Context: an optimization exercise on an open-source flow, tuned for small area. The choices shown serve that exercise and are no tape-out recipe. RTL that was checked went through simulation tests only; none was proved equivalent to the original. No functional check of the RTL was part of runs 3 and 4. Power is estimated from default activity; no workload was simulated.

## flow/flow/run.sh

```bash
#!/bin/bash
# Own layout flow: the standard flow (standard.sh), with three changes:
#  - synthesis maps logic with an area-oriented ABC script (flow/area.abc);
#    every other synthesis step is the standard synthesis, unchanged;
#  - input/output ports are buffered with sky130_fd_sc_hd__buf_1;
#  - CTS does not insert dummy loads and uses the buffer list below.
set -euo pipefail
W=$(pwd)
# standard synthesis script with only the abc script swapped
sed "s#log_cmd abc {\*}\$abc_args#log_cmd abc -script $W/flow/area.abc {*}[lrange \$abc_args 2 end]#" \
  "$FLOW_HOME/scripts/synth.tcl" > "$W/synth_core.tcl"
grep -q "flow/area.abc" "$W/synth_core.tcl"
sed "s#\$::env(SCRIPTS_DIR)/synth.tcl#$W/synth_core.tcl#" "$W/synth_recipe.tcl" > "$W/own_synth.tcl"
grep -q "synth_core.tcl" "$W/own_synth.tcl"
CTS="-sink_clustering_enable -repair_clock_nets -dont_use_dummy_load"
CTS="$CTS -buf_list sky130_fd_sc_hd__clkbuf_4 -root_buf sky130_fd_sc_hd__clkbuf_8"
bash standard.sh "SYNTH_SCRIPT=$W/own_synth.tcl" \
  "BUFFER_PORTS_ARGS=-buffer_cell sky130_fd_sc_hd__buf_1" \
  "CTS_ARGS=$CTS" finish > "$W/standard_sh.log" 2>&1
```

## flow/flow/area.abc

```
&get -n
&st
&dch -f
&nf -R 1000
&put
strash
&get -n
&dch -f
&nf -R 1000
&put
```

## flow/standard.sh

```bash
#!/bin/bash
# synth_recipe.tcl (not shown) runs the flow's synth.tcl, then flattens the netlist and writes it again
# the make line also repeats each setting of config.mk as NAME=value (left out here)
make -C /OpenROAD-flow-scripts/flow DESIGN_CONFIG=/design/flow/config.mk WORK_HOME=/design/flow/orfs CLKGATE_MAP_FILE= SYNTH_SCRIPT=/design/flow/synth_recipe.tcl "${@:-finish}"
```

## flow/config.mk

```make
export PLATFORM = sky130hd
export DESIGN_NAME = top
export DESIGN_NICKNAME = top
export VERILOG_FILES = /design/flow/design.v
export SDC_FILE = /design/flow/constraint.sdc
export NUM_CORES = 4
export LEC_CHECK = 0
export CAP_MARGIN = 20
export CORE_MARGIN = 2
export CORE_UTILIZATION = 65
export SLEW_MARGIN = 20
```

## flow/constraint.sdc

```tcl
create_clock -name core_clock -period 5.0 [get_ports {sys_clk}]
set_input_delay 1.0000 -clock core_clock [delete_from_list [all_inputs] [get_ports {sys_clk}]]
set_output_delay 1.0000 -clock core_clock [all_outputs]
set_load 0.01 [all_outputs]
```

## flow/design.v

```verilog
module top(
	input wire sys_clk,
	input wire sys_rst_n,
	input wire tim_psel,
	input wire tim_pwrite,
	input wire tim_penable,
	input wire [11:0]tim_paddr,
	input wire [31:0]tim_pwdata,
	input wire dbg_mode,
	input wire [3:0] tim_pstrb,
	output reg [31:0]tim_prdata,
	output wire tim_pready,
	output wire tim_pslverr,
	output wire tim_int
);
reg        ready;
reg        timer_en;
reg        div_en;
reg  [3:1] div_val_h;
reg        pre_en;
reg  [63:0] cnt;
reg  [63:0] ncmp;       
reg        int_en;
reg        int_st;
reg        halt_req;
reg  [7:0] pcnt;
wire base = (tim_paddr[11:5] == 7'd0) & (tim_paddr[1:0] == 2'd0);
wire [2:0] a = tim_paddr[4:2];
wire s_tcr   = base & (a == 3'd0);
wire s_tdr0  = base & (a == 3'd1);
wire s_tdr1  = base & (a == 3'd2);
wire s_tcmp0 = base & (a == 3'd3);
wire s_tcmp1 = base & (a == 3'd4);
wire s_tier  = base & (a == 3'd5);
wire s_tisr  = base & (a == 3'd6);
wire s_thcsr = base & (a == 3'd7);
wire [3:0] dv = tim_pwdata[11:8];
wire err = (tim_pstrb[1] & ((dv > 4'd8) | (timer_en & (dv != div_val)))) |
           (tim_pstrb[0] & timer_en & (tim_pwdata[1] != div_en));
assign tim_pslverr = tim_pwrite & s_tcr & err;
assign tim_pready  = ready;
wire wr = ready & tim_pwrite;
wire halt_ack = halt_req & dbg_mode;
always @(posedge sys_clk or negedge sys_rst_n)
	if (!sys_rst_n) ready <= 1'b0;
	else ready <= tim_psel & tim_penable & ~ready;
reg  div_val0_n;
wire [3:0] div_val = {div_val_h, ~div_val0_n};
wire tcr_ok = wr & s_tcr & ~err;
always @(posedge sys_clk or negedge sys_rst_n)
	if (!sys_rst_n) begin
		timer_en   <= 1'b0;
		div_en     <= 1'b0;
		div_val_h  <= 3'd0;
		div_val0_n <= 1'b0;
	end else if (tcr_ok) begin
		if (tim_pstrb[0]) begin
			timer_en <= tim_pwdata[0];
			div_en   <= tim_pwdata[1];
		end
		if (tim_pstrb[1]) begin
			div_val_h  <= dv[3:1];
			div_val0_n <= ~dv[0];
		end
	end
wire [2:0] dvl = div_val[2:0];
wire [7:0] limit = {8{div_val[3]}} | {1'b0, dvl > 3'd6, dvl > 3'd5, dvl > 3'd4,
                    dvl > 3'd3, dvl > 3'd2, dvl > 3'd1, dvl > 3'd0};
wire match = (pcnt == limit);
wire cnt_en = timer_en & ~halt_ack & (~div_en | match);
always @(posedge sys_clk or negedge sys_rst_n)
	if (!sys_rst_n) pcnt <= 8'd0;
	else if (!halt_ack) begin
		if (match | ~div_en | ~timer_en) pcnt <= 8'd0;
		else pcnt <= pcnt + 8'd1;
	end
wire clr = pre_en & ~timer_en;
wire w0 = wr & s_tdr0;
wire w1 = wr & s_tdr1;
always @(posedge sys_clk or negedge sys_rst_n)
	if (!sys_rst_n) pre_en <= 1'b0;
	else pre_en <= timer_en;
localparam CB = 16;
localparam NB = 64 / CB;
wire [NB-1:0] ball;
genvar g;
generate for (g = 0; g < NB; g = g + 1) begin : gb
	assign ball[g] = &cnt[CB*g+CB-1:CB*g];
end endgenerate
wire [NB-1:0] bcin;
generate for (g = 0; g < NB; g = g + 1) begin : gcin
	if (g == 0) assign bcin[g] = cnt_en & ~w0;
	else if (g == NB/2) assign bcin[g] = cnt_en & ~w1 & (&ball[NB/2-1:0]);
	else assign bcin[g] = bcin[g-1] & ball[g-1];
end endgenerate
wire [63:0] tg;
generate for (g = 0; g < NB; g = g + 1) begin : gt
	wire [CB:0] c;
	assign c[0] = bcin[g];
	genvar i;
	for (i = 0; i < CB; i = i + 1) begin : gi
		assign c[i+1] = c[i] & cnt[CB*g+i];
		assign tg[CB*g+i] = c[i];
	end
end endgenerate
wire [63:0] inc = (cnt ^ tg) & {64{~clr}};
wire [7:0] bsel = {{4{w1}} & tim_pstrb, {4{w0}} & tim_pstrb};
wire [63:0] nxt;
generate for (g = 0; g < 8; g = g + 1) begin : gn
	assign nxt[8*g+7:8*g] = bsel[g] ? tim_pwdata[8*(g%4)+7:8*(g%4)] : inc[8*g+7:8*g];
end endgenerate
always @(posedge sys_clk or negedge sys_rst_n)
	if (!sys_rst_n) cnt <= 64'd0;
	else cnt <= nxt;
wire [7:0] csel = {{4{wr & s_tcmp1}} & tim_pstrb, {4{wr & s_tcmp0}} & tim_pstrb};
generate for (g = 0; g < 8; g = g + 1) begin : gc
	always @(posedge sys_clk or negedge sys_rst_n)
		if (!sys_rst_n) ncmp[8*g+7:8*g] <= 8'd0;
		else if (csel[g]) ncmp[8*g+7:8*g] <= ~tim_pwdata[8*(g%4)+7:8*(g%4)];
end endgenerate
wire eq = &(cnt ^ ncmp);
wire clr_int = wr & s_tisr & tim_pstrb[0] & tim_pwdata[0];
always @(posedge sys_clk or negedge sys_rst_n)
	if (!sys_rst_n) begin
		int_en   <= 1'b0;
		int_st   <= 1'b0;
		halt_req <= 1'b0;
	end else begin
		if (wr & s_tier & tim_pstrb[0]) int_en <= tim_pwdata[0];
		if (clr_int) int_st <= 1'b0;
		else if (eq) int_st <= 1'b1;
		if (wr & s_thcsr & tim_pstrb[0]) halt_req <= tim_pwdata[0];
	end
assign tim_int = int_en & int_st;
wire r0 = base & (a == 3'd0);
wire r1 = base & (a == 3'd1);
wire r2 = base & (a == 3'd2);
wire r3 = base & (a == 3'd3);
wire r4 = base & (a == 3'd4);
wire r5 = base & (a == 3'd5);
wire r6 = base & (a == 3'd6);
wire r7 = base & (a == 3'd7);
always @* begin
	tim_prdata = ({32{r1}} & cnt[31:0]) | ({32{r2}} & cnt[63:32]) |
	             ({32{r3}} & ~ncmp[31:0]) | ({32{r4}} & ~ncmp[63:32]);
	tim_prdata[11:8] = tim_prdata[11:8] | ({4{r0}} & div_val);
	tim_prdata[1] = tim_prdata[1] | (r0 & div_en) | (r7 & halt_ack);
	tim_prdata[0] = tim_prdata[0] | (r0 & timer_en) | (r5 & int_en) | (r6 & int_st) | (r7 & halt_req);
end
endmodule
```

==> summary.txt, run 1 <==
Global routing
  – Largest net degree at the start of global routing: 55
  – Vias in the first global route: around 7400
  – Antenna violations before repair: 0
  – Total GRT Usage: 0.3989
  – Global-route wire length before repair: 39.78 mm
  – GRT overflow: 0

Place
  – RD Place Congestion: 1.098
  – Hpwl dp: between 15 and 20 mm
  – Placed Cells: 1127
  – Setup WS pre-CTS: -0.1314 ns
  – Post-DP Area: around 9400 µm²
  – # port buffers: between 80 and 90

Clock network
  – Cts bufs inserted: 17
  – Clock transition at the registers of the reported paths: ~0.10 ns
  – H-tree depth: 4
  – Post-CTS Resized: 0
  – CTS tree: yes
  – Max clock buf depth: 2
  – Setup Fix Bufs, Post-CTS: 0
  – Worst-Skew Late Latency: 0.44 ns
  – CTS Root Cell: clkbuf_8
  – Hold-fix buffers at CTS: 0
  – CTS Sinks: roughly 150

Detailed routing
  – WL/cell: 21.74 µm
  – Initial drt markers: roughly 1100
  – DR vias: a little under 8000
  – Met1 WL: around 10 mm
  – Top Metal Used: met4
  – Final WL: roughly 25 mm
  – Met3 Wirelength: 2.693 mm
  – Via/cell ratio: a little under 7
  – DRT antenna net count: 0
  – Met2 WL: ~11 mm
  – Initial DRT Pass Iterations: 6
  – # DRC: 0

Synth
  – Count of state elements after synthesis: 147
  – Synth warn: 1
  – Post-synth net total: about 1000
  – Syn Inst Count: between 800 and 900
  – Syn avg cell area: roughly 9.1 µm²
  – Synth Flop Type: dfrtp_1
  – Cell Area, Synth: 7961 µm²
  – Synth top area cells: dfrtp_1 46%, ha_1 9.6%, nand2_1 8.3%, o21ai_0 6.4%, a21oi_1 4.8%
  – Netlist cell types: 37
  – Share of the synthesized area in the top cell type: 0.4620
  – Post-synth EDFFs: 0
  – Ys async rst share: 1.000
  – Sequential area share after synthesis: 0.4620
  – Leading area contributor after synthesis: dfrtp_1

Timing
  – Setup violators final: 0
  – Min Tclk post-route: between 4 and 5 ns
  – Final setup margin: slightly below 0.3 ns
  – Endpoints failing hold: 0
  – Slew HR: 0.2788
  – Slew Viols, Final: 0
  – Setup TNS: 0 ns
  – Setup Skew: between 0.03 and 0.04 ns
  – Final period utilization: 0.9420
  – Unrepaired setup endpoints after global routing: false
  – Measured slew at the worst slew-check pin: ~1.1 ns
  – Max Fclk: approximately 210 MHz

Finish
  – Most frequent cells in the layout: 176 x nand2_1, 147 x dfrtp_1, 99 x nor2_1, 96 x o21ai_0, 87 x buf_1
  – # diodes: 0
  – Area delta synth->final: 19.22%
  – Number of nets in the layout: 1114
  – Non-filler cells in the finished layout: roughly 1100
  – Post-route design area: 9492 µm²
  – Most common cell after layout, fill and taps aside: nand2_1
  – Share of cells above drive strength 1: 0.1003

Power
  – Max VDD drop: between 200 and 250 µV
  – Lkg Pwr: slightly below 4 nW
  – Tot Pwr: about 1.8 mW
  – P per Cell Area: between 150 and 200 nW/µm²

Job
  – Total of max-cap violations: 0

Die
  – Die ar.: approximately 13000 µm²
  – # IOs: between 80 and 90
  – Die Wd: approximately 110 µm
  – Die Span Y: between 100 and 150 µm
  – Initial core utilization: 0.6656
  – Site Rows: 40
  – Core area: between 10000 and 15000 µm²

Worst setup path
  – Crit. Startpoint: div_val_h[3]
  – Critical path class: register to register
  – Worst reg2reg startpoint: div_val_h[3]
  – Critical path arrival: around 5.0 ns
  – Reg2reg setup slack: 0.29 ns
  – Critical Path Fanout Max: 9
  – Critical path endpoint category: register
  – Critical path required time: 5.32 ns
  – Startpoint types: register

Worst hold path
  – Worst min-delay path startpoint: ready
  – Worst hold path class: register to register

Status
  – Outcome: no timing/DRC/antenna violations
-- cells in the mapped netlist (all sizes together) (2+ instances only) --
cell / count
a2111oi: 3
a211oi: 6
a21o: 4
a21oi: 76
a221o: 2
a221oi: 17
a22oi: 14
a31oi: 3
a32o: 2
and2: 5
and3: 13
clkinv: 8
dfrtp: 147
ha: 61
mux2: 4
nand2: 176
nand2b: 2
nand3: 6
nand3b: 3
nand4: 20
nor2: 99
nor3: 9
nor4: 12
o211ai: 14
o21ai: 102
o221ai: 11
o22ai: 11
or3: 2
xnor2: 13
xor2: 26
-- final timing paths --
kind                            end  depth (start not counted)
setup / recovery            cnt[63]                         26
hold / removal                ready                          1
setup reg to reg            cnt[63]                         26
hold reg to reg               ready                          1
max in group asynchronous   cnt[19]                          2
min in group asynchronous  ncmp[62]                          1
-- metrics by stage --
| stage | util | hold WS (ns) |
|---|---|---|
| finish | 0.7935 | 0.5006 |
| global placement | 0.7819 | 0.4436 |
| CTS | 0.7931 | 0.4857 |
| floorplan | - | 0.4585 |
| detailed placement | 0.7819 | 0.4714 |
| global route | 0.7935 | 0.5167 |
-- where the power goes --
group	internal (mW)	total, mW	leakage [nW]	switching (mW)
Combinational	0.0183	0.0755	1.81	0.0572
Sequential	1.19	1.19	2.03	0.00190
Clock	0.167	0.527	0.0808	0.361
Total	1.37	1.79	3.92	0.420
-- critical path, stage by stage (launching register included) --
cell and delay (ns):
dfrtp_1 0.57, nor2_1 0.14, a21oi_1 0.21, xor2_1 0.16, nor3_1 0.06, a31oi_1 0.20
nand3b_1 0.20, a211oi_2 0.08, and2_0 0.19, ha_2 0.20, ha_4 0.16, ha_4 0.16
ha_4 0.15, ha_4 0.15, ha_4 0.16, ha_4 0.16, ha_4 0.16, ha_4 0.16
ha_4 0.16, ha_4 0.15, ha_4 0.15, ha_4 0.15, ha_4 0.15, ha_4 0.15
o21ai_0 0.15, a211oi_1 0.07, a21o_1 0.20
-- cells by family after synthesis --
group,share of synthesized area
AOI/OAI and AO/OA,0.2043
xor gates and xnor gates,0.04290
adders and majority gates,0.09587
buffers and inverters,0.003772
DFF,0.4620
muxes,0.005657
and+or+nand+nor,0.1854
-- final cells by class --
class	count	area [µm²]
well taps	147	183.9
clock buffers	17	133.9
multi-input cells	723	5026
flip-flops and latches	147	3679
inverters	8	30.03
fillers	823	2470
repair buffers	102	439.2
-- layer usage --
metal,track usage,vias up
li1,-,3458
met1,0.5652,3725
met2,0.6126,548
met3,0.07305,98
met4,0.1569,0
met5,0,-
-- registers in the layout, summed over array words and instances (netlist names) --
register and flops:
div_val_h 3, timer_en 1, cnt 64, int_en 1, pcnt 8, halt_req 1, pre_en 1, ncmp 64
div_val0_n 1, ready 1, int_st 1, div_en 1
==> run 2: changes to the inputs <==
--- a/flow/flow/run.sh
+++ b/flow/flow/run.sh
@@ -15,3 +15,3 @@
 CTS="-sink_clustering_enable -repair_clock_nets -dont_use_dummy_load"
-CTS="$CTS -buf_list sky130_fd_sc_hd__clkbuf_4 -root_buf sky130_fd_sc_hd__clkbuf_8"
+CTS="$CTS -buf_list sky130_fd_sc_hd__clkbuf_8 -root_buf sky130_fd_sc_hd__clkbuf_8 -sink_clustering_size 30 -sink_clustering_max_diameter 80"
 bash standard.sh "SYNTH_SCRIPT=$W/own_synth.tcl" \
--- a/flow/config.mk
+++ b/flow/config.mk
@@ -9,3 +9,3 @@
 export CORE_MARGIN = 2
-export CORE_UTILIZATION = 65
+export CORE_UTILIZATION = 40
 export SLEW_MARGIN = 20
==> run 2 against run 1 <==
  * Still clean
  * Critical path depth unchanged
  * Register-to-register slack got worse by 0.04 ns
  * Synthesized cell count stayed put
  * Sequential share of layout area shrank 1.1 points
  * Setup slack worse by 0.041 ns
  * Combinational power increased by 3.6%
  * Wire length up 5.5%
  * Fmax down 0.86%
  * Critical path type unchanged
  * Critical endpoint unchanged
==> summary.txt, run 2 <==
Status
  – Outcome: no timing/DRC/antenna violations (unchanged)

Timing
  – Setup Skew: 0.01926 ns (was 0.03323 ns)
  – Min Tclk post-route: 4.751 ns (was 4.710 ns)
  – Endpoints failing hold: 0 (unchanged)
  – Final period utilization: 0.9501 (was 0.9420)
  – Slew Viols, Final: 0 (unchanged)
  – Unrepaired setup endpoints after global routing: false (unchanged)
  – Setup TNS: 0 ns (unchanged)
  – Final setup margin: 0.2493 ns (was 0.2901 ns)
  – Max Fclk: 210.5 MHz (was 212.3 MHz)
  – Setup violators final: 0 (unchanged)
  – Slew HR: 0.2724 (was 0.2788)
  – Measured slew at the worst slew-check pin: 1.064 ns (was 1.078 ns)

Synth
  – Post-synth EDFFs: 0 (unchanged)
  – Post-synth net total: 993 (unchanged)
  – Top-count cell post-synth: nand2_1 (unchanged)
  – Commonest cells in the netlist: 176 x nand2_1, 147 x dfrtp_1, 102 x o21ai_0 (unchanged)
  – Syn Inst Count: 878 (unchanged)
  – Netlist cell types: 37 (unchanged)
  – Syn avg cell area: 9.068 µm² (unchanged)
  – Cell Area, Synth: 7961 µm² (unchanged)
  – Sequential area share after synthesis: 0.4620 (unchanged)
  – Synth Flop Type: dfrtp_1 (unchanged)
  – Share of the synthesized area in the top cell type: 0.4620 (unchanged)
  – Leading area contributor after synthesis: dfrtp_1 (unchanged)
  – Count of state elements after synthesis: 147 (unchanged)
  – Ys async rst share: 1.000 (unchanged)
  – Synth warn: 1 (unchanged)
  – Synth top area cells: dfrtp_1 46%, ha_1 9.6%, nand2_1 8.3%, o21ai_0 6.4%, a21oi_1 4.8% (unchanged)

Finish
  – Most common cell after layout, fill and taps aside: nand2_1 (unchanged)
  – # diodes: 0 (unchanged)
  – Most frequent cells in the layout: 176 x nand2_1, 147 x dfrtp_1, 98 x nor2_1, 96 x o21ai_0, 87 x buf_1 (was 176 x nand2_1, 147 x dfrtp_1, 99 x nor2_1, 96 x o21ai_0, 87 x buf_1)
  – Share of cells above drive strength 1: 0.1021 (was 0.1003)
  – Non-filler cells in the finished layout: 1264 (was 1144)
  – Top Registers: cnt: 64 flops, ncmp: 64 flops, pcnt: 8 flops (unchanged)
  – Area delta synth->final: 22.65% (was 19.22%)
  – Fillers: 1886 (was 823)
  – Post-route design area: 9764 µm² (was 9492 µm²)
  – Number of nets in the layout: 1116 (was 1114)

Detailed routing
  – Via/cell ratio: 5.786 (was 6.844)
  – Initial drt markers: 679 (was 1141)
  – Final WL: 26.24 mm (was 24.87 mm)
  – # DRC: 0 (unchanged)
  – Initial DRT Pass Iterations: 7 (was 6)
  – DRT antenna net count: 0 (unchanged)
  – WL/cell: 20.76 µm (was 21.74 µm)
  – DR vias: 7313 (was 7829)

Clock network
  – Cts bufs inserted: 17 (unchanged)
  – H-tree depth: 4 (unchanged)
  – Max clock buf depth: 2 (unchanged)
  – Hold-fix buffers at CTS: 0 (unchanged)
  – Worst-Skew Late Latency: 0.45 ns (was 0.44 ns)
  – CTS Sinks: 147 (unchanged)
  – Setup Fix Bufs, Post-CTS: 0 (unchanged)
  – CTS tree: yes (unchanged)
  – CTS Root Cell: clkbuf_8 (unchanged)
  – Post-CTS Resized: 0 (unchanged)
  – Clock transition at the registers of the reported paths: 0.08 ns (was 0.10 ns)

Worst setup path
  – Critical path endpoint category: register (unchanged)
  – Startpoint types: register (unchanged)
  – Most used cell, CP: ha_4 (unchanged)
  – Critical path required time: 5.33 ns (was 5.32 ns)
  – Worst reg2reg startpoint: div_val_h[1] (was div_val_h[3])
  – Critical path arrival: 5.09 ns (was 5.03 ns)
  – Critical path class: register to register (unchanged)
  – Worst path top cell family by delay: adder cells (unchanged)
  – Critical path's slowest cell: dfrtp_1 (unchanged)
  – Crit. Startpoint: div_val_h[1] (was div_val_h[3])
  – Largest stage delay on the critical path: 0.45 ns (was 0.57 ns)
  – Crit path buffers/inverters: 0 (unchanged)
  – Critical Path Fanout Max: 6 (was 9)

Place
  – RD Place Congestion: 0.9186 (was 1.098)
  – # port buffers: 88 (unchanged)
  – Placed Cells: 1246 (was 1127)
  – Hpwl dp: 19.04 mm (was 18.17 mm)
  – Post-DP Area: 9520 µm² (was 9353 µm²)
  – Setup WS pre-CTS: -0.1092 ns (was -0.1314 ns)

Global routing
  – Largest net degree at the start of global routing: 58 (was 55)
  – Total GRT Usage: 0.2541 (was 0.3989)
  – Vias in the first global route: 7064 (was 7439)
  – GRT overflow: 0 (unchanged)
  – Global-route wire length before repair: 41.32 mm (was 39.78 mm)
  – Antenna violations before repair: 0 (unchanged)

Die
  – Core area: 19530 µm² (was 11960 µm²)
  – Die Span Y: 145.1 µm (was 114.7 µm)
  – Site Rows: 51 (was 40)
  – Die Wd: 145.1 µm (was 114.7 µm)
  – Initial core utilization: 0.4077 (was 0.6656)
  – Die ar.: 21050 µm² (was 13150 µm²)
  – # IOs: 89 (unchanged)

Job
  – Total of max-cap violations: 0 (unchanged)

Power
  – P per Cell Area: 202.4 nW/µm² (was 189.0 nW/µm²)
  – Max VDD drop: 140.5 µV (was 200.6 µV)
  – Tot Pwr: 1.976 mW (was 1.794 mW)
  – Gate power share: 0.040 (was 0.042)
  – Clock share of power: 0.358 (was 0.294)
  – Psw: 467.4 µW (was 419.9 µW)
  – Switching part of the total: 0.2365 (was 0.2341)
  – Pint: 1.509 mW (was 1.374 mW)
  – Sequential share of power: 0.603 (was 0.664)
  – Lkg Pwr: 3.978 nW (was 3.920 nW)

Worst hold path
  – Worst hold path class: register to register (unchanged)
  – Worst min-delay path startpoint: ready (unchanged)
-- run 2: power groups by stage --
stage / Combinational, mW / Sequential (mW) / Clock [mW]
floorplan: 0.0100 / 1.21 / 0
global placement: 0.0794 / 1.21 / 0
detailed placement: 0.0795 / 1.21 / 0
CTS: 0.0801 / 1.19 / 0.723
global route: 0.0880 / 1.19 / 0.773
finish: 0.0782 / 1.19 / 0.707
-- run 2: final timing paths --
kind | endpoint | slack (ns) | depth (start not counted)
max in group asynchronous | ncmp[51] | 3.33 | 2
setup reg to reg | cnt[63] | 0.25 | 26
hold / removal | ready | 0.47 | 1
hold reg to reg | ready | 0.47 | 1
setup / recovery | cnt[63] | 0.25 | 26
min in group asynchronous | ncmp[29] | 0.63 | 1
-- run 2: metrics by stage --
step           utilization  hold WS [ns]
2_1_floorplan            -        0.4585
3_3_place_gp        0.4876        0.4516
3_5_place_dp        0.4876        0.4664
4_1_cts             0.4996        0.4750
5_1_grt             0.5001        0.5359
6_report            0.5001        0.4713
-- run 2: cell type report --
class,instances,area (µm²),area share
Inverter,8,30.03,0.003075
Multi-Input combinational cell,723,5024,0.5145
Tap cell,265,331.6,0.03396
Timing Repair Buffer,104,466.7,0.04780
Sequential cell,147,3679,0.3767
Clock buffer,17,234.0,0.02396
-- run 2: logic make-up (layout without fill, tap and decap cells) --
family	count (synthesis)	in the layout	synth area share
xor gates and xnor gates	39	39	0.04290
adders and majority gates	61	61	0.09587
AOI/OAI and AO/OA	271	271	0.2043
and+or+nand+nor	348	348	0.1854
buffers and inverters	8	129	0.003772
muxes	4	4	0.005657
DFF	147	147	0.4620
-- run 2: metal layers --
layer	track usage	vias to the layer above	wire length, µm	part of all wire
met5	0	-	0	0
met4	0.07059	0	501	0.019
met3	0.04528	22	1704	0.065
met2	0.3790	277	11660	0.44
met1	0.3790	3539	12380	0.47
li1	-	3475	-	-
==> run 3: changes to the inputs <==
--- a/flow/design.v
+++ b/flow/design.v
@@ -65,13 +65,18 @@
 	end
-wire [2:0] dvl = div_val[2:0];
-wire [7:0] limit = {8{div_val[3]}} | {1'b0, dvl > 3'd6, dvl > 3'd5, dvl > 3'd4,
-                    dvl > 3'd3, dvl > 3'd2, dvl > 3'd1, dvl > 3'd0};
-wire match = (pcnt == limit);
+wire [8:0] lo1, hi0;
+assign lo1[0] = 1'b1;
+assign hi0[8] = 1'b1;
+genvar k;
+generate for (k = 0; k < 8; k = k + 1) begin : gm
+	assign lo1[k+1] = lo1[k] & pcnt[k];
+	assign hi0[k] = hi0[k+1] & ~pcnt[k];
+end endgenerate
+wire [8:0] mk = lo1 & hi0;
+wire match = div_val[3] ? mk[8] : mk[div_val[2:0]];
 wire cnt_en = timer_en & ~halt_ack & (~div_en | match);
+wire pzero = ~halt_ack & (match | ~div_en | ~timer_en);
 always @(posedge sys_clk or negedge sys_rst_n)
 	if (!sys_rst_n) pcnt <= 8'd0;
-	else if (!halt_ack) begin
-		if (match | ~div_en | ~timer_en) pcnt <= 8'd0;
-		else pcnt <= pcnt + 8'd1;
-	end
+	else if (pzero) pcnt <= 8'd0;
+	else pcnt <= pcnt + {7'd0, ~halt_ack};
 wire clr = pre_en & ~timer_en;
@@ -82,3 +87,3 @@
 	else pre_en <= timer_en;
-localparam CB = 16;
+localparam CB = 8;
 localparam NB = 64 / CB;
==> run 3 against run 2 <==
  * Wire length down 4.8%
  * Non-clock buffer count down 3
  * Setup slack better by 0.42 ns
  * Sequential power about the same
  * Clock power about the same
  * Via count down 2.6%
  * Clock skew up 0.0040 ns
  * Critical endpoint unchanged
  * Largest cell class unchanged
==> summary.txt, run 3 <==
Synth
  – Leading area contributor after synthesis: dfrtp_1 (unchanged)
  – Sequential area share after synthesis: 0.4618 (was 0.4620)
  – Post-synth net total: 982 (was 993)
  – Netlist cell types: 40 (was 37)
  – Count of state elements after synthesis: 147 (unchanged)
  – Synth top area cells: dfrtp_1 46%, a21oi_1 9.5%, ha_1 9.1%, nor2_1 8.0%, nand2_1 4.9% (was dfrtp_1 46%, ha_1 9.6%, nand2_1 8.3%, o21ai_0 6.4%, a21oi_1 4.8%)
  – Synth warn: 1 (unchanged)
  – Top-count cell post-synth: nor2_1 (was nand2_1)
  – Syn Inst Count: 870 (was 878)
  – Cell Area, Synth: 7966 µm² (was 7961 µm²)
  – Post-synth EDFFs: 0 (unchanged)
  – Share of the synthesized area in the top cell type: 0.4618 (was 0.4620)
  – Synth Flop Type: dfrtp_1 (unchanged)
  – Syn avg cell area: 9.157 µm² (was 9.068 µm²)
  – Commonest cells in the netlist: 170 x nor2_1, 151 x a21oi_1, 147 x dfrtp_1 (was 176 x nand2_1, 147 x dfrtp_1, 102 x o21ai_0)
  – Ys async rst share: 1.000 (unchanged)

Timing
  – Setup Skew: 0.02330 ns (was 0.01926 ns)
  – Max Fclk: 231.0 MHz (was 210.5 MHz)
  – Setup TNS: 0 ns (unchanged)
  – Final period utilization: 0.8660 (was 0.9501)
  – Final setup margin: 0.6701 ns (was 0.2493 ns)
  – Setup violators final: 0 (unchanged)
  – Unrepaired setup endpoints after global routing: false (unchanged)
  – Measured slew at the worst slew-check pin: 1.065 ns (was 1.064 ns)
  – Slew HR: 0.2876 (was 0.2724)
  – Endpoints failing hold: 0 (unchanged)
  – Min Tclk post-route: 4.330 ns (was 4.751 ns)
  – Slew Viols, Final: 0 (unchanged)

Worst setup path
  – Critical path class: register to register (unchanged)
  – Startpoint types: register (unchanged)
  – Critical path arrival: 4.66 ns (was 5.09 ns)
  – Critical path required time: 5.33 ns (about the same)
  – Critical path endpoint category: register (unchanged)
  – Crit. Startpoint: pcnt[2] (was div_val_h[1])
  – Reg2reg setup slack: 0.67 ns (was 0.25 ns)
  – Worst reg2reg startpoint: pcnt[2] (was div_val_h[1])
  – Critical Path Fanout Max: 8 (was 6)

Detailed routing
  – DRT antenna net count: 0 (unchanged)
  – Initial drt markers: 616 (was 679)
  – Via/cell ratio: 5.687 (was 5.786)
  – # DRC: 0 (unchanged)
  – DR vias: 7126 (was 7313)
  – Final WL: 24.98 mm (was 26.24 mm)
  – Initial DRT Pass Iterations: 7 (unchanged)
  – WL/cell: 19.94 µm (was 20.76 µm)

Power
  – Clock share of power: 0.357 (was 0.358)
  – Pint: 1.506 mW (was 1.509 mW)
  – Sequential share of power: 0.605 (was 0.603)
  – P per Cell Area: 219.0 nW/µm² (was 202.4 nW/µm²)
  – Gate power share: 0.038 (was 0.040)
  – Psw: 465.3 µW (was 467.4 µW)
  – Switching part of the total: 0.2360 (was 0.2365)
  – Max VDD drop: 142.0 µV (was 140.5 µV)
  – Lkg Pwr: 4.149 nW (was 3.978 nW)

Finish
  – Number of nets in the layout: 1102 (was 1116)
  – Most frequent cells in the layout: 168 x nor2_1, 151 x a21oi_1, 147 x dfrtp_1, 103 x nand2_1, 87 x buf_1 (was 176 x nand2_1, 147 x dfrtp_1, 98 x nor2_1, 96 x o21ai_0, 87 x buf_1)
  – # diodes: 0 (unchanged)
  – Fillers: 2013 (was 1886)
  – Area delta synth->final: 13.02% (was 22.65%)
  – Share of cells above drive strength 1: 0.03644 (was 0.1021)
  – Most common cell after layout, fill and taps aside: nor2_1 (was nand2_1)
  – Top Registers: cnt: 64 flops, ncmp: 64 flops, pcnt: 8 flops (unchanged)

Global routing
  – Vias in the first global route: 7010 (was 7064)
  – Largest net degree at the start of global routing: 148 (was 58)
  – Antenna violations before repair: 0 (unchanged)
  – Total GRT Usage: 0.2437 (was 0.2541)
  – Global-route wire length before repair: 39.92 mm (was 41.32 mm)
  – GRT overflow: 0 (unchanged)

Die
  – Core area: 19530 µm² (unchanged)
  – # IOs: 89 (unchanged)
  – Die ar.: 21060 µm² (was 21050 µm²)
  – Die Wd: 145.1 µm (about the same)
  – Site Rows: 51 (unchanged)
  – Die Span Y: 145.1 µm (about the same)
  – Initial core utilization: 0.4080 (was 0.4077)

Clock network
  – Worst-Skew Late Latency: 0.47 ns (was 0.45 ns)
  – CTS tree: yes (unchanged)
  – CTS Sinks: 147 (unchanged)
  – Post-CTS Resized: 0 (unchanged)
  – Setup Fix Bufs, Post-CTS: 0 (unchanged)
  – H-tree depth: 4 (unchanged)
  – Cts bufs inserted: 17 (unchanged)
  – Max clock buf depth: 2 (unchanged)
  – Hold-fix buffers at CTS: 0 (unchanged)
  – Clock transition at the registers of the reported paths: 0.07 ns (was 0.08 ns)
  – CTS Root Cell: clkbuf_8 (unchanged)

Worst hold path
  – Worst hold path class: register to register (unchanged)
  – Worst min-delay path startpoint: ready (unchanged)

Place
  – # port buffers: 88 (unchanged)
  – Hpwl dp: 17.81 mm (was 19.04 mm)
  – Setup WS pre-CTS: 0.3257 ns (was -0.1092 ns)
  – RD Place Congestion: 0.9410 (was 0.9186)

Job
  – Total of max-cap violations: 0 (unchanged)

Status
  – Outcome: no timing/DRC/antenna violations (unchanged)
run 3: changes by cell type after synthesis, sizes merged, moves of 9 or more:
| cell | delta |
|---|---|
| xnor2 | +15 |
| a21oi | +75 |
| o221ai | +9 |
| o21ai | -79 |
| nand2 | -73 |
| a221oi | -10 |
| and3 | -10 |
| xor2 | -10 |
| nor2 | +71 |
| mux2 | +9 |
run 3: final timing paths:
kind                       cells after the start       end
setup / recovery                              18   cnt[63]
max in group asynchronous                      2  ncmp[44]
hold reg to reg                                1     ready
min in group asynchronous                      2   cnt[26]
hold / removal                                 1     ready
setup reg to reg                              18   cnt[63]
run 3: cell families after synthesis:
logic type | synth area share
flops | 0.4618
xor+xnor | 0.04837
buf+inv | 0.002356
simple gates | 0.1871
fa+ha+maj | 0.09110
mux | 0.01963
compound gates | 0.1897
run 3: layout make-up:
cell class              instances  area (µm²)  area share
inverters                       5       18.77    0.002084
well taps                     265       331.6     0.03683
clock buffers                  17       234.0     0.02599
flip-flops and latches        147        3679      0.4086
repair buffers                101       444.2     0.04933
multi-input cells             718        4297      0.4772
run 3: critical path: stages, from the launching register on:
cell	delay, ns
dfrtp_1	0.49
nand4_1	0.19
nor4_1	0.28
o21ai_0	0.12
a21oi_1	0.20
o211ai_1	0.15
or3_1	0.42
or3_1	0.43
nor3_1	0.30
and2_0	0.23
ha_1	0.17
ha_1	0.14
ha_1	0.14
ha_1	0.14
ha_1	0.14
ha_1	0.15
ha_1	0.17
a21oi_1	0.07
mux2_1	0.29
run 3: per-layer routing:
layer / vias to the layer above / GRT usage / share of wire
li1: 3412 / - / -
met1: 3436 / 0.3348 / 0.44
met2: 249 / 0.3905 / 0.47
met3: 29 / 0.05440 / 0.074
met4: 0 / 0.06471 / 0.016
met5: - / 0 / 0
run 3: power by group through the flow:
stage | Combinational, mW | Sequential [mW] | Clock, mW
floorplan | 0.00880 | 1.21 | 0
global placement | 0.0766 | 1.21 | 0
detailed placement | 0.0760 | 1.21 | 0
CTS | 0.0764 | 1.19 | 0.722
global route | 0.0850 | 1.19 | 0.774
finish | 0.0747 | 1.19 | 0.705
run 3: per-stage QoR:
step | util | std cells | hold WS (ns) | total power [mW] | cell area [µm²]
after floorplan | - | 870 | 0.4534 | 1.224 | 7973
after global placement | 0.4489 | 1236 | 0.4609 | 1.292 | 8765
after detailed placement | 0.4489 | 1236 | 0.4745 | 1.291 | 8765
after CTS | 0.4608 | 1253 | 0.4867 | 1.991 | 8999
after global routing | 0.4611 | 1253 | 0.5084 | 2.051 | 9004
final | 0.4611 | 1253 | 0.4733 | 1.971 | 9004
==> run 4: changes to the inputs <==
--- a/flow/design.v
+++ b/flow/design.v
@@ -87,3 +87,3 @@
 	else pre_en <= timer_en;
-localparam CB = 8;
+localparam CB = 16;
 localparam NB = 64 / CB;
@@ -94,7 +94,13 @@
 end endgenerate
+wire [NB:0] bpre;
+assign bpre[0] = 1'b1;
+generate for (g = 0; g < NB; g = g + 1) begin : gp
+	assign bpre[g+1] = bpre[g] & ball[g];
+end endgenerate
+wire en_lo = cnt_en & ~w0;
+wire en_hi = cnt_en & ~w1;
 wire [NB-1:0] bcin;
 generate for (g = 0; g < NB; g = g + 1) begin : gcin
-	if (g == 0) assign bcin[g] = cnt_en & ~w0;
-	else if (g == NB/2) assign bcin[g] = cnt_en & ~w1 & (&ball[NB/2-1:0]);
-	else assign bcin[g] = bcin[g-1] & ball[g-1];
+	if (g < NB/2) assign bcin[g] = en_lo & bpre[g];
+	else assign bcin[g] = en_hi & bpre[g];
 end endgenerate
==> run 4 against run 3 <==
  * Combinational power up 11%
  * Fmax down 11%
  * Count of clock-buffer cells in the layout unchanged
  * Still clean
  * First-iteration DRC count up 4.1%
==> summary.txt, run 4 <==
Synth
  – Cell Area, Synth: 7949 µm² (was 7966 µm²)
  – Post-synth net total: 982 (unchanged)
  – Syn avg cell area: 9.179 µm² (was 9.157 µm²)
  – Syn Inst Count: 866 (was 870)
  – Count of state elements after synthesis: 147 (unchanged)
  – Post-synth EDFFs: 0 (unchanged)
  – Synth warn: 1 (unchanged)
  – Synth top area cells: dfrtp_1 46%, ha_1 9.8%, a21oi_1 9.5%, nor2_1 8.1%, nand2_1 5.2% (was dfrtp_1 46%, a21oi_1 9.5%, ha_1 9.1%, nor2_1 8.0%, nand2_1 4.9%)
  – Top-count cell post-synth: nor2_1 (unchanged)
  – Netlist cell types: 40 (unchanged)
  – Leading area contributor after synthesis: dfrtp_1 (unchanged)
  – Sequential area share after synthesis: 0.4628 (was 0.4618)
  – Commonest cells in the netlist: 171 x nor2_1, 151 x a21oi_1, 147 x dfrtp_1 (was 170 x nor2_1, 151 x a21oi_1, 147 x dfrtp_1)
  – Share of the synthesized area in the top cell type: 0.4628 (was 0.4618)
  – Ys async rst share: 1.000 (unchanged)
  – Synth Flop Type: dfrtp_1 (unchanged)

Timing
  – Slew Viols, Final: 0 (unchanged)
  – Slew HR: 0.2888 (was 0.2876)
  – Hold Slack: 0.4968 ns (was 0.4733 ns)
  – Measured slew at the worst slew-check pin: 1.063 ns (was 1.065 ns)
  – Setup violators final: 0 (unchanged)
  – Setup TNS: 0 ns (unchanged)
  – Max Fclk: 205.8 MHz (was 231.0 MHz)
  – Min Tclk post-route: 4.859 ns (was 4.330 ns)
  – Setup Skew: 0.02585 ns (was 0.02330 ns)
  – Endpoints failing hold: 0 (unchanged)
  – Final period utilization: 0.9718 (was 0.8660)

Clock network
  – CTS Sinks: 147 (unchanged)
  – CTS tree: yes (unchanged)
  – H-tree depth: 4 (unchanged)
  – Cts bufs inserted: 17 (unchanged)
  – Worst-Skew Late Latency: 0.47 ns (about the same)
  – Clock transition at the registers of the reported paths: 0.08 ns (was 0.07 ns)
  – CTS Root Cell: clkbuf_8 (unchanged)
  – Hold-fix buffers at CTS: 0 (unchanged)
  – Max clock buf depth: 2 (unchanged)

Finish
  – Final Core Density: 0.5034 (was 0.4611)
  – Area delta synth->final: 23.26% (was 13.02%)
  – Number of nets in the layout: 1127 (was 1102)
  – Top Registers: cnt: 64 flops, ncmp: 64 flops, pcnt: 8 flops (unchanged)
  – Most frequent cells in the layout: 165 x nor2_1, 149 x a21oi_1, 145 x dfrtp_1, 110 x nand2_1, 87 x buf_1 (was 168 x nor2_1, 151 x a21oi_1, 147 x dfrtp_1, 103 x nand2_1, 87 x buf_1)
  – Post-route design area: 9798 µm² (was 9004 µm²)
  – # diodes: 0 (unchanged)
  – Share of cells above drive strength 1: 0.1417 (was 0.03644)
  – Most common cell after layout, fill and taps aside: nor2_1 (unchanged)

Worst setup path
  – Critical path endpoint category: register (unchanged)
  – Most used cell, CP: ha_4 (was ha_1)
  – Critical path's slowest cell: dfrtp_2 (was dfrtp_1)
  – Critical Path Fanout Max: 4 (was 8)
  – Critical path class: register to register (unchanged)
  – Startpoint types: register (unchanged)
  – Critical path required time: 5.35 ns (was 5.33 ns)
  – Largest stage delay on the critical path: 0.46 ns (was 0.49 ns)
  – Reg2reg setup slack: 0.14 ns (was 0.67 ns)
  – Critical path arrival: 5.21 ns (was 4.66 ns)

Global routing
  – Met2 Usage GRT: 0.3802 (was 0.3905)
  – Antenna violations before repair: 0 (unchanged)
  – Largest net degree at the start of global routing: 78 (was 148)
  – Total GRT Usage: 0.2527 (was 0.2437)
  – Met1 GRT Util: 0.3580 (was 0.3348)
  – Vias in the first global route: 7093 (was 7010)
  – Global-route wire length before repair: 41.07 mm (was 39.92 mm)
  – GR peak layer: met2 (unchanged)
  – Met3 Use GR: 0.05597 (was 0.05440)
  – GRT overflow: 0 (unchanged)

Die
  – Die Span Y: 145.0 µm (was 145.1 µm)
  – Site Rows: 51 (unchanged)
  – Die Wd: 145.0 µm (was 145.1 µm)
  – Die ar.: 21020 µm² (was 21060 µm²)
  – Core area: 19460 µm² (was 19530 µm²)
  – Initial core utilization: 0.4084 (was 0.4080)
  – # IOs: 89 (unchanged)

Detailed routing
  – Initial DRT Pass Iterations: 5 (was 7)
  – WL/cell: 20.73 µm (was 19.94 µm)
  – # DRC: 0 (unchanged)
  – DR vias: 7426 (was 7126)
  – Initial drt markers: 641 (was 616)
  – Via/cell ratio: 5.829 (was 5.687)
  – Final WL: 26.41 mm (was 24.98 mm)
  – DRT antenna net count: 0 (unchanged)

Power
  – P per Cell Area: 202.7 nW/µm² (was 219.0 nW/µm²)
  – Max VDD drop: 159.3 µV (was 142.0 µV)
  – Tot Pwr: 1.986 mW (was 1.971 mW)
  – Lkg Pwr: 4.150 nW (was 4.149 nW)

Job
  – Total of max-cap violations: 0 (unchanged)

Place
  – # port buffers: 88 (unchanged)
  – Post-DP Area: 8997 µm² (was 8765 µm²)
  – RD Place Congestion: 0.9216 (was 0.9410)
  – Hpwl dp: 19.01 mm (was 17.81 mm)

Status
  – Outcome: no timing/DRC/antenna violations (unchanged)

Worst hold path
  – Worst hold path class: register to register (unchanged)
-- run 4: cell count changes after synthesis, sizes merged, moves of 4 or more --
cell / delta
a221o: +11
a22oi: -11
clkinv: -5
ha: +4
nand2: +7
o21ai: -10
o221ai: -11
o22ai: +12
xor2: -5
-- run 4: area by class of cell --
type,count,area [µm²]
Clock buffer,17,234.0
Multi-Input combinational cell,719,4920
Tap cell,265,331.6
Timing Repair Buffer,126,631.9
Sequential cell,147,3681
Fill cell,1839,9664
-- run 4: path summary, 6_finish.rpt --
check	to	start	depth (start not counted)
setup / recovery	cnt[63]	div_val0_n	28
hold / removal	ready	ready	1
setup reg to reg	cnt[63]	div_val0_n	28
hold reg to reg	ready	ready	1
max in group asynchronous	cnt[25]	sys_rst_n	2
min in group asynchronous	ncmp[38]	sys_rst_n	1
-- run 4: worst max-delay path: cells and delay by family (launching register included) --
kind,cells,cell delay (ns)
compound gates,6,0.83
simple gates,5,0.62
xor+xnor,1,0.23
mux,1,0.26
fa+ha+maj,15,2.34
flops,1,0.46
-- run 4: per-layer routing --
layer,wire length [µm],vias up
li1,-,3476
met1,11940,3618
met2,11920,277
met3,1802,55
met4,750,0
met5,0,-
-- run 4: timing repair --
action,CTS,global route
cloned,0,0
gates resized for setup,12,88
setup buffers,0,3
pin swaps,3,11
setup endpoints to repair,4,10
-- run 4: power by group --
part           switching [mW]  internal (mW)  total [mW]  leakage, nW
registers             0.00246           1.19        1.19         2.05
logic                  0.0613         0.0217      0.0830         1.98
clock network           0.411          0.300       0.711        0.122
total                   0.475           1.51        1.99         4.15
-- run 4: kinds of logic after synthesis --
logic type | count (synthesis) | synth area share
AOI/OAI and AO/OA | 250 | 0.1900
xor gates and xnor gates | 39 | 0.04297
adders and majority gates | 62 | 0.09759
DFF | 147 | 0.4628
muxes | 11 | 0.01558
and+or+nand+nor | 357 | 0.1911
-- run 4: metrics by stage --
stage	std cells	setup slack, ns
floorplan	866	0.003545
global placement	1254	-0.2732
detailed placement	1254	-0.3631
CTS	1271	-0.01371
global route	1274	-0.04788
finish	1274	0.1410
==> run 5: changes to the inputs <==
--- a/flow/design.v
+++ b/flow/design.v
@@ -87,3 +87,3 @@
 	else pre_en <= timer_en;
-localparam CB = 16;
+localparam CB = 8;
 localparam NB = 64 / CB;
==> run 5 against run 4 <==
  * Clock skew hardly changed
  * Area after synthesis is 0.35% higher
  * Cell area is 7.8% lower
  * Clock power is 2% lower
  * Wire length is 5.7% lower
  * Critical endpoint unchanged
  * Still clean on timing, DRC and antenna
  * Via count is 4.6% lower
  * Fmax is 7.2% higher
  * Non-clock buffer count is 25 lower
  * Final cell count is 2.0% lower
  * Count of clock-buffer cells in the layout stayed put
==> summary.txt, run 5 <==
Power
  – Max VDD drop: 154.6 µV (was 159.3 µV)
  – Sequential share of power: 0.606 (was 0.600)
  – Psw: 460.2 µW (was 474.8 µW)
  – Gate power share: 0.039 (was 0.042)
  – Pint: 1.507 mW (was 1.511 mW)
  – Tot Pwr: 1.967 mW (was 1.986 mW)
  – P per Cell Area: 217.8 nW/µm² (was 202.7 nW/µm²)
  – Switching part of the total: 0.2339 (was 0.2391)
  – Lkg Pwr: 4.190 nW (was 4.150 nW)
  – Clock share of power: 0.355 (was 0.358)

Finish
  – Most common cell after layout, fill and taps aside: nor2_1 (unchanged)
  – Area delta synth->final: 13.25% (was 23.26%)
  – Most frequent cells in the layout: 162 x nor2_1, 147 x dfrtp_1, 144 x a21oi_1, 109 x nand2_1, 87 x buf_1 (was 165 x nor2_1, 149 x a21oi_1, 145 x dfrtp_1, 110 x nand2_1, 87 x buf_1)
  – # diodes: 0 (unchanged)
  – Share of cells above drive strength 1: 0.03963 (was 0.1417)
  – Fillers: 1995 (was 1839)
  – Number of nets in the layout: 1098 (was 1127)
  – Top Registers: cnt: 64 flops, ncmp: 64 flops, pcnt: 8 flops (unchanged)

Worst setup path
  – Critical path endpoint category: register (unchanged)
  – Crit path buffers/inverters: 0 (unchanged)
  – Critical path's slowest cell: or4_1 (was dfrtp_2)
  – Largest stage delay on the critical path: 0.59 ns (was 0.46 ns)
  – Worst-path cell chain: nand4_1 > nor2_1 > nand4b_1 > a21boi_0 > a31oi_1 > o21ai_0 > a41oi_1 > nand3b_1 > or2_0 > or4_1 > nor3_1 > and2_0 > ha_1 > ha_1 > ha_1 > ha_1 > ha_1 > ha_1 > ha_1 > a21oi_1 > mux2_1
  – Critical path arrival: 4.86 ns (was 5.21 ns)
  – Reg2reg setup slack: 0.47 ns (was 0.14 ns)
  – Most used cell, CP: ha_1 (was ha_4)
  – Critical Path Stages: 21 (was 28)
  – Startpoint types: register (unchanged)
  – Critical path class: register to register (unchanged)
  – Register-to-Register Path Depth: 21 (was 28)
  – Critical Path Fanout Max: 8 (was 4)
  – Worst path top cell family by delay: simple AND/OR/NAND/NOR gates (was adder cells)
  – Critical path required time: 5.33 ns (was 5.35 ns)

Clock network
  – Post-CTS Resized: 0 (was 12)
  – Cts bufs inserted: 17 (unchanged)
  – H-tree depth: 4 (unchanged)
  – Hold-fix buffers at CTS: 0 (unchanged)
  – CTS tree: yes (unchanged)
  – Clock transition at the registers of the reported paths: 0.07 ns (was 0.08 ns)
  – CTS Root Cell: clkbuf_8 (unchanged)
  – CTS Sinks: 147 (unchanged)
  – Setup Fix Bufs, Post-CTS: 0 (unchanged)
  – Max clock buf depth: 2 (unchanged)
  – Worst-Skew Late Latency: 0.46 ns (was 0.47 ns)

Synth
  – Cell Area, Synth: 7976 µm² (was 7949 µm²)
  – Synth top area cells: dfrtp_1 46%, ha_1 9.1%, a21oi_1 9.0%, nor2_1 7.7%, nand2_1 5.1% (was dfrtp_1 46%, ha_1 9.8%, a21oi_1 9.5%, nor2_1 8.1%, nand2_1 5.2%)
  – Leading area contributor after synthesis: dfrtp_1 (unchanged)
  – Synth Flop Type: dfrtp_1 (unchanged)
  – Top-count cell post-synth: nor2_1 (unchanged)
  – Syn avg cell area: 9.211 µm² (was 9.179 µm²)
  – Ys async rst share: 1.000 (unchanged)
  – Count of state elements after synthesis: 147 (unchanged)
  – Netlist cell types: 41 (was 40)
  – Sequential area share after synthesis: 0.4612 (was 0.4628)
  – Syn Inst Count: 866 (unchanged)
  – Post-synth net total: 978 (was 982)
  – Synth warn: 1 (unchanged)
  – Post-synth EDFFs: 0 (unchanged)
  – Commonest cells in the netlist: 164 x nor2_1, 147 x dfrtp_1, 144 x a21oi_1 (was 171 x nor2_1, 151 x a21oi_1, 147 x dfrtp_1)
  – Share of the synthesized area in the top cell type: 0.4612 (was 0.4628)

Global routing
  – Total GRT Usage: 0.2388 (was 0.2527)
  – Vias in the first global route: 6881 (was 7093)
  – Global-route wire length before repair: 39.16 mm (was 41.07 mm)
  – Largest net degree at the start of global routing: 59 (was 78)
  – GRT overflow: 0 (unchanged)
  – Antenna violations before repair: 0 (unchanged)

Timing
  – Hold Slack: 0.4845 ns (was 0.4968 ns)
  – Endpoints failing hold: 0 (unchanged)
  – Min Tclk post-route: 4.533 ns (was 4.859 ns)
  – Final period utilization: 0.9065 (was 0.9718)
  – Setup TNS: 0 ns (unchanged)
  – Setup violators final: 0 (unchanged)
  – Max Fclk: 220.6 MHz (was 205.8 MHz)
  – Slew HR: 0.3235 (was 0.2888)
  – Slew Viols, Final: 0 (unchanged)
  – Final setup margin: 0.4675 ns (was 0.1410 ns)
  – Setup Skew: 0.02565 ns (was 0.02585 ns)
  – Unrepaired setup endpoints after global routing: false
  – Measured slew at the worst slew-check pin: 1.011 ns (was 1.063 ns)

Detailed routing
  – Initial drt markers: 540 (was 641)
  – DR vias: 7085 (was 7426)
  – # DRC: 0 (unchanged)
  – Final WL: 24.91 mm (was 26.41 mm)
  – DRT antenna net count: 0 (unchanged)
  – Via/cell ratio: 5.673 (was 5.829)
  – WL/cell: 19.94 µm (was 20.73 µm)
  – Initial DRT Pass Iterations: 6 (was 5)

Job
  – Total of max-cap violations: 0 (unchanged)

Worst hold path
  – Worst hold path class: register to register (unchanged)
  – Worst hold path stage count: 1 (unchanged)

Place
  – # port buffers: 88 (unchanged)
  – Hpwl dp: 17.85 mm (was 19.01 mm)
  – Setup WS pre-CTS: 0.2775 ns (was -0.3631 ns)
  – RD Place Congestion: 0.8620 (was 0.9216)

Die
  – Core area: 19530 µm² (was 19460 µm²)
  – Initial core utilization: 0.4085 (was 0.4084)
  – # IOs: 89 (unchanged)
  – Site Rows: 51 (unchanged)
  – Die Wd: 145.2 µm (was 145.0 µm)
  – Die Span Y: 145.2 µm (was 145.0 µm)
  – Die ar.: 21090 µm² (was 21020 µm²)

Status
  – Outcome: no timing/DRC/antenna violations (unchanged)
-- run 5: cell types whose count changed after synthesis, sizes merged, moves of 4 or more --
cell and delta:
a21oi -7, o221ai +8, xor2 +10, a22oi +10, mux2 +4, ha -4, o21ai +5, a221o -11
o22ai -11, nor2 -7
-- run 5: kinds of logic (layout without fill, tap and decap cells) --
kind of cell / count (synthesis) / in the layout / synth area share
DFF: 147 / 147 / 0.4612
AOI/OAI and AO/OA: 245 / 245 / 0.1843
adders and majority gates: 58 / 58 / 0.09098
xor gates and xnor gates: 47 / 47 / 0.05161
and+or+nand+nor: 351 / 351 / 0.1885
muxes: 16 / 16 / 0.02243
buffers and inverters: 2 / 120 / 0.0009415
-- run 5: metal layers --
layer / routed length, µm / GRT usage / vias to the layer above
li1: - / - / 3411
met1: 11450 / 0.3306 / 3434
met2: 11550 / 0.3723 / 215
met3: 1417 / 0.05723 / 25
met4: 487 / 0.07206 / 0
met5: 0 / 0 / -
-- run 5: path summary, 6_finish.rpt --
kind	start	end
max reg2reg	pcnt[2]	cnt[63]
max	pcnt[2]	cnt[63]
max in group asynchronous	sys_rst_n	ncmp[23]
min	ready	ready
min in group asynchronous	sys_rst_n	ncmp[7]
min reg2reg	ready	ready
-- run 5: worst register-to-register path: cells and delay by family (launching register included) --
kind / cells / cell delay (ns)
flip-flops: 1 / 0.49
AO/OA/AOI/OAI: 5 / 0.52
adder cells (fa/ha/maj): 7 / 1.02
AND/OR/NAND/NOR: 8 / 2.08
multiplexers: 1 / 0.30
-- run 5: area by class of cell --
| cell class | instances | area, µm² | area share |
|---|---|---|---|
| multi-input combinational | 717 | 4338 | 0.4802 |
| sequential | 147 | 3679 | 0.4072 |
| timing repair buffer | 101 | 444.2 | 0.04917 |
| tap | 265 | 331.6 | 0.03670 |
| clock buffer | 17 | 234.0 | 0.02590 |
| inverter | 2 | 7.507 | 0.0008310 |
-- run 5: stage by stage --
step             util  area (µm²)  cells
2_1_floorplan       -        8016    866
3_3_place_gp   0.4504        8795   1232
3_5_place_dp   0.4504        8795   1232
4_1_cts        0.4624        9029   1249
5_1_grt        0.4626        9034   1249
6_report       0.4626        9034   1249
-- run 5: power groups by stage --
stage / Combinational (mW) / Sequential, mW / Clock (mW)
after floorplan: 0.00947 / 1.21 / 0
after global placement: 0.0784 / 1.21 / 0
after detailed placement: 0.0785 / 1.21 / 0
after CTS: 0.0789 / 1.19 / 0.719
after global routing: 0.0867 / 1.19 / 0.764
final: 0.0773 / 1.19 / 0.698
==> run 6: changes to the inputs <==
==> flow/flow/area.abc (replaced) <==
&get -n
&st
&dc2
&dch -f
&nf -R 1000
&put
strash
&get -n
&dch -f
&nf -R 1000
&put
--- a/flow/config.mk
+++ b/flow/config.mk
@@ -7,5 +7,5 @@
 export LEC_CHECK = 0
-export CAP_MARGIN = 20
+export CAP_MARGIN = 0
 export CORE_MARGIN = 2
-export CORE_UTILIZATION = 40
-export SLEW_MARGIN = 20
+export CORE_UTILIZATION = 60
+export SLEW_MARGIN = 0
==> run 6 against run 5 <==
  * Still clean
  * Utilization is 23 points higher
  * Setup slack improved by 0.076 ns
  * Wire length decreased by 0.17%
  * Final cell count shrank 6.6%
  * Sequential power is 6% higher
  * Register-to-register slack better by 0.08 ns
  * Synthesized cell count rose by 1.3%
  * Fmax rose by 1.7%
  * Clock skew is 0.0058 ns lower
  * Area after synthesis decreased by 0.60%
  * Worst hold slack got worse by 0.011 ns
  * Sequential cell count unchanged
==> summary.txt, run 6 <==
Status
  – Outcome: no timing/DRC/antenna violations (unchanged)

Detailed routing
  – DR vias: 7623 (was 7085)
  – Final WL: 24.87 mm (was 24.91 mm)
  – WL/cell: 21.33 µm (was 19.94 µm)
  – # DRC: 0 (unchanged)
  – DRT antenna net count: 0 (unchanged)
  – Initial drt markers: 1033 (was 540)
  – Via/cell ratio: 6.538 (was 5.673)
  – Initial DRT Pass Iterations: 6 (unchanged)

Power
  – Pint: 1.568 mW (was 1.507 mW)
  – Switching part of the total: 0.2503 (was 0.2339)
  – Gate power share: 0.070 (was 0.039)
  – Tot Pwr: 2.092 mW (was 1.967 mW)
  – P per Cell Area: 237.0 nW/µm² (was 217.8 nW/µm²)
  – Lkg Pwr: 4.105 nW (was 4.190 nW)
  – Max VDD drop: 212.3 µV (was 154.6 µV)
  – Psw: 523.7 µW (was 460.2 µW)
  – Sequential share of power: 0.600 (was 0.606)
  – Clock share of power: 0.330 (was 0.355)

Finish
  – Fillers: 1090 (was 1995)
  – Post-route design area: 8828 µm² (was 9034 µm²)
  – Final Core Density: 0.6912 (was 0.4626)
  – Number of nets in the layout: 1108 (was 1098)
  – Top Registers: cnt: 64 flops, ncmp: 64 flops, pcnt: 8 flops (unchanged)
  – Share of cells above drive strength 1: 0.03421 (was 0.03963)
  – Most common cell after layout, fill and taps aside: dfrtp_1 (was nor2_1)
  – # diodes: 0 (unchanged)
  – Non-filler cells in the finished layout: 1166 (was 1249)
  – Most frequent cells in the layout: 147 x dfrtp_1, 138 x nand2_1, 133 x nor2_1, 122 x a21oi_1, 87 x buf_1 (was 162 x nor2_1, 147 x dfrtp_1, 144 x a21oi_1, 109 x nand2_1, 87 x buf_1)
  – Area delta synth->final: 11.35% (was 13.25%)

Synth
  – Synth Area in Adders: 0.09153 (was 0.09098)
  – Synth top area cells: dfrtp_1 46%, ha_1 9.2%, a21oi_1 7.7%, nand2_1 6.6%, nor2_1 6.4% (was dfrtp_1 46%, ha_1 9.1%, a21oi_1 9.0%, nor2_1 7.7%, nand2_1 5.1%)
  – Syn Inst Count: 877 (was 866)
  – Netlist cell types: 36 (was 41)
  – Top-count cell post-synth: dfrtp_1 (was nor2_1)
  – Post-synthesis mux area share: 0.005681 (was 0.02243)
  – Commonest cells in the netlist: 147 x dfrtp_1, 139 x nand2_1, 135 x nor2_1 (was 164 x nor2_1, 147 x dfrtp_1, 144 x a21oi_1)
  – Post-Synth XOR/XNOR Area: 0.03756 (was 0.05161)
  – Share of the synthesized area in the top cell type: 0.4639 (was 0.4612)
  – Cell Area, Synth: 7929 µm² (was 7976 µm²)
  – Synth Area in Simple Gates: 0.1917 (was 0.1885)
  – Post-synth net total: 989 (was 978)
  – Synth warn: 1 (unchanged)
  – Compound-Gate Fraction of Synth Area: 0.2062 (was 0.1843)
  – Leading area contributor after synthesis: dfrtp_1 (unchanged)
  – Syn avg cell area: 9.041 µm² (was 9.211 µm²)
  – Largest family of logic cells by synthesized area: compound AO/OA/AOI/OAI gates (was simple AND/OR/NAND/NOR gates)
  – Sequential area share after synthesis: 0.4639 (was 0.4612)
  – Post-synth EDFFs: 0 (unchanged)
  – Count of state elements after synthesis: 147 (unchanged)
  – Ys async rst share: 1.000 (unchanged)
  – Synth Flop Type: dfrtp_1 (unchanged)

Worst setup path
  – Critical path arrival: 4.79 ns (was 4.86 ns)
  – Critical path class: register to register (unchanged)
  – Critical Path Fanout Max: 8 (unchanged)
  – Startpoint types: register (unchanged)
  – Critical path endpoint category: register (unchanged)
  – Critical path required time: 5.33 ns (about the same)

Timing
  – Slew HR: 0.1394 (was 0.3235)
  – Endpoints failing hold: 0 (unchanged)
  – Hold Slack: 0.4735 ns (was 0.4845 ns)
  – Slew Viols, Final: 0 (unchanged)
  – Min Tclk post-route: 4.456 ns (was 4.533 ns)
  – Setup Skew: 0.01989 ns (was 0.02565 ns)
  – Setup violators final: 0 (unchanged)
  – Max Fclk: 224.4 MHz (was 220.6 MHz)
  – Measured slew at the worst slew-check pin: 1.288 ns (was 1.011 ns)
  – Unrepaired setup endpoints after global routing: false (unchanged)
  – Final setup margin: 0.5437 ns (was 0.4675 ns)
  – Setup TNS: 0 ns (unchanged)
  – Final period utilization: 0.8913 (was 0.9065)

Global routing
  – Antenna violations before repair: 0 (unchanged)
  – GRT overflow: 0 (unchanged)
  – Vias in the first global route: 7422 (was 6881)
  – Total GRT Usage: 0.3633 (was 0.2388)
  – Global-route wire length before repair: 39.68 mm (was 39.16 mm)
  – Largest net degree at the start of global routing: 82 (was 59)

Clock network
  – CTS tree: yes (unchanged)
  – Setup Fix Bufs, Post-CTS: 0 (unchanged)
  – Post-CTS Resized: 0 (unchanged)
  – Clock transition at the registers of the reported paths: 0.08 ns (was 0.07 ns)
  – CTS Root Cell: clkbuf_8 (unchanged)
  – Max clock buf depth: 2 (unchanged)
  – CTS Sinks: 147 (unchanged)
  – H-tree depth: 4 (unchanged)
  – Worst-Skew Late Latency: 0.45 ns (was 0.46 ns)
  – Cts bufs inserted: 17 (unchanged)
  – Hold-fix buffers at CTS: 0 (unchanged)

Die
  – Die Wd: 119.0 µm (was 145.2 µm)
  – Die ar.: 14150 µm² (was 21090 µm²)
  – Core area: 12770 µm² (was 19530 µm²)
  – Site Rows: 41 (was 51)
  – Initial core utilization: 0.6207 (was 0.4085)
  – Die Span Y: 119.0 µm (was 145.2 µm)
  – # IOs: 89 (unchanged)

Job
  – Total of max-cap violations: 0 (unchanged)

Place
  – RD Place Congestion: 0.9523 (was 0.8620)
  – Hpwl dp: 17.88 mm (was 17.85 mm)
  – Placed Cells: 1148 (was 1232)
  – # port buffers: 88 (unchanged)
  – Setup WS pre-CTS: 0.5729 ns (was 0.2775 ns)
  – Post-DP Area: 8587 µm² (was 8795 µm²)

Worst hold path
  – Worst hold path class: register to register (unchanged)
-- run 6: cells by family (layout without fill, tap and decap cells) --
family,after synthesis,in the layout
flops,147,147
xor+xnor,34,34
fa+ha+maj,58,58
buf+inv,7,124
compound gates,271,271
simple gates,356,356
mux,4,4
-- run 6: per-layer routing --
layer	up-vias	wire (µm)	GRT usage
li1	3467	-	-
met5	-	0	0
met4	0	735	0.1235
met1	3636	10130	0.4976
met3	66	2360	0.08238
met2	454	11640	0.5729
-- run 6: power by group through the flow --
stage	registers (mW)	clock network, mW	logic (mW)
2_1_floorplan	1.26	0	0.0663
3_3_place_gp	1.27	0	0.143
3_5_place_dp	1.28	0	0.147
4_1_cts	1.25	0.695	0.148
5_1_grt	1.26	0.745	0.168
6_report	1.26	0.689	0.147
-- run 6: cell type report --
type | instances | area, µm² | share of cell area
inverter | 7 | 26.28 | 0.002976
clock buffer | 17 | 234.0 | 0.02650
multi-input combinational | 723 | 4238 | 0.4800
timing repair buffer | 100 | 436.7 | 0.04946
sequential | 147 | 3679 | 0.4167
tap | 172 | 215.2 | 0.02438
-- run 6: worst max-delay path: stages (launching register included) --
cell and delay [ns]:
dfrtp_1 0.48, and4_1 0.24, nand3_1 0.11, nor3_1 0.22, o21ai_0 0.12, a21o_1 0.17
o211ai_1 0.15, nand3_1 0.17, or3_1 0.41, or3_1 0.43, nor3_1 0.32, and2_0 0.18
ha_1 0.14, ha_1 0.14, ha_1 0.15, ha_1 0.14, ha_1 0.14, ha_1 0.15
ha_1 0.16, a21oi_1 0.07, o211ai_1 0.15, nand2_1 0.06
-- run 6: path summary, 6_finish.rpt --
path | from | end | slack (ns) | cells past startpoint
max | pcnt[2] | cnt[63] | 0.54 | 21
min | ready | ready | 0.47 | 1
max reg2reg | pcnt[2] | cnt[63] | 0.54 | 21
min reg2reg | ready | ready | 0.47 | 1
max in group asynchronous | sys_rst_n | cnt[35] | 3.32 | 2
min in group asynchronous | sys_rst_n | cnt[30] | 0.71 | 1

afterwards: timing with drivers on the ports:
The results above use ideal ports. As a check the final layouts listed here were re-extracted and re-timed, cells and wires unchanged. Step 1: set_driving_cell puts a clkbuf_16 on sys_clk and a buf_2 on each other input, an assumption about the parent block. Step 2 times the ports against the registers' clock, not the clock port: input delays grow and output delays shrink by t, the midpoint of the rising clock arrivals with the driver on. Three values: ideal ports, drivers, drivers and shift; two values: the first two.
run | shift t [ns] | setup WS [ns] | worst register clock-pin slew, ns
run 1 | 0.462 | 0.290 / 0.290 / -0.126 | 0.12 / 0.12
run 2 | 0.485 | 0.249 / 0.249 / -0.109 | 0.08 / 0.08
run 3 | 0.498 | 0.670 / 0.670 / 0.313 | 0.08 / 0.08
run 4 | 0.493 | 0.141 / 0.141 / -0.020 | 0.09 / 0.09
run 5 | 0.486 | 0.467 / 0.467 / 0.259 | 0.09 / 0.09
run 6 | 0.481 | 0.544 / 0.544 / 0.526 | 0.08 / 0.08
With both steps, setup timing fails in run 1, run 2 and run 4, where it was met with ideal ports. The setup slack of run 1, which loses most, moves by 0.000 ns with the drivers and by -0.416 ns with both steps.
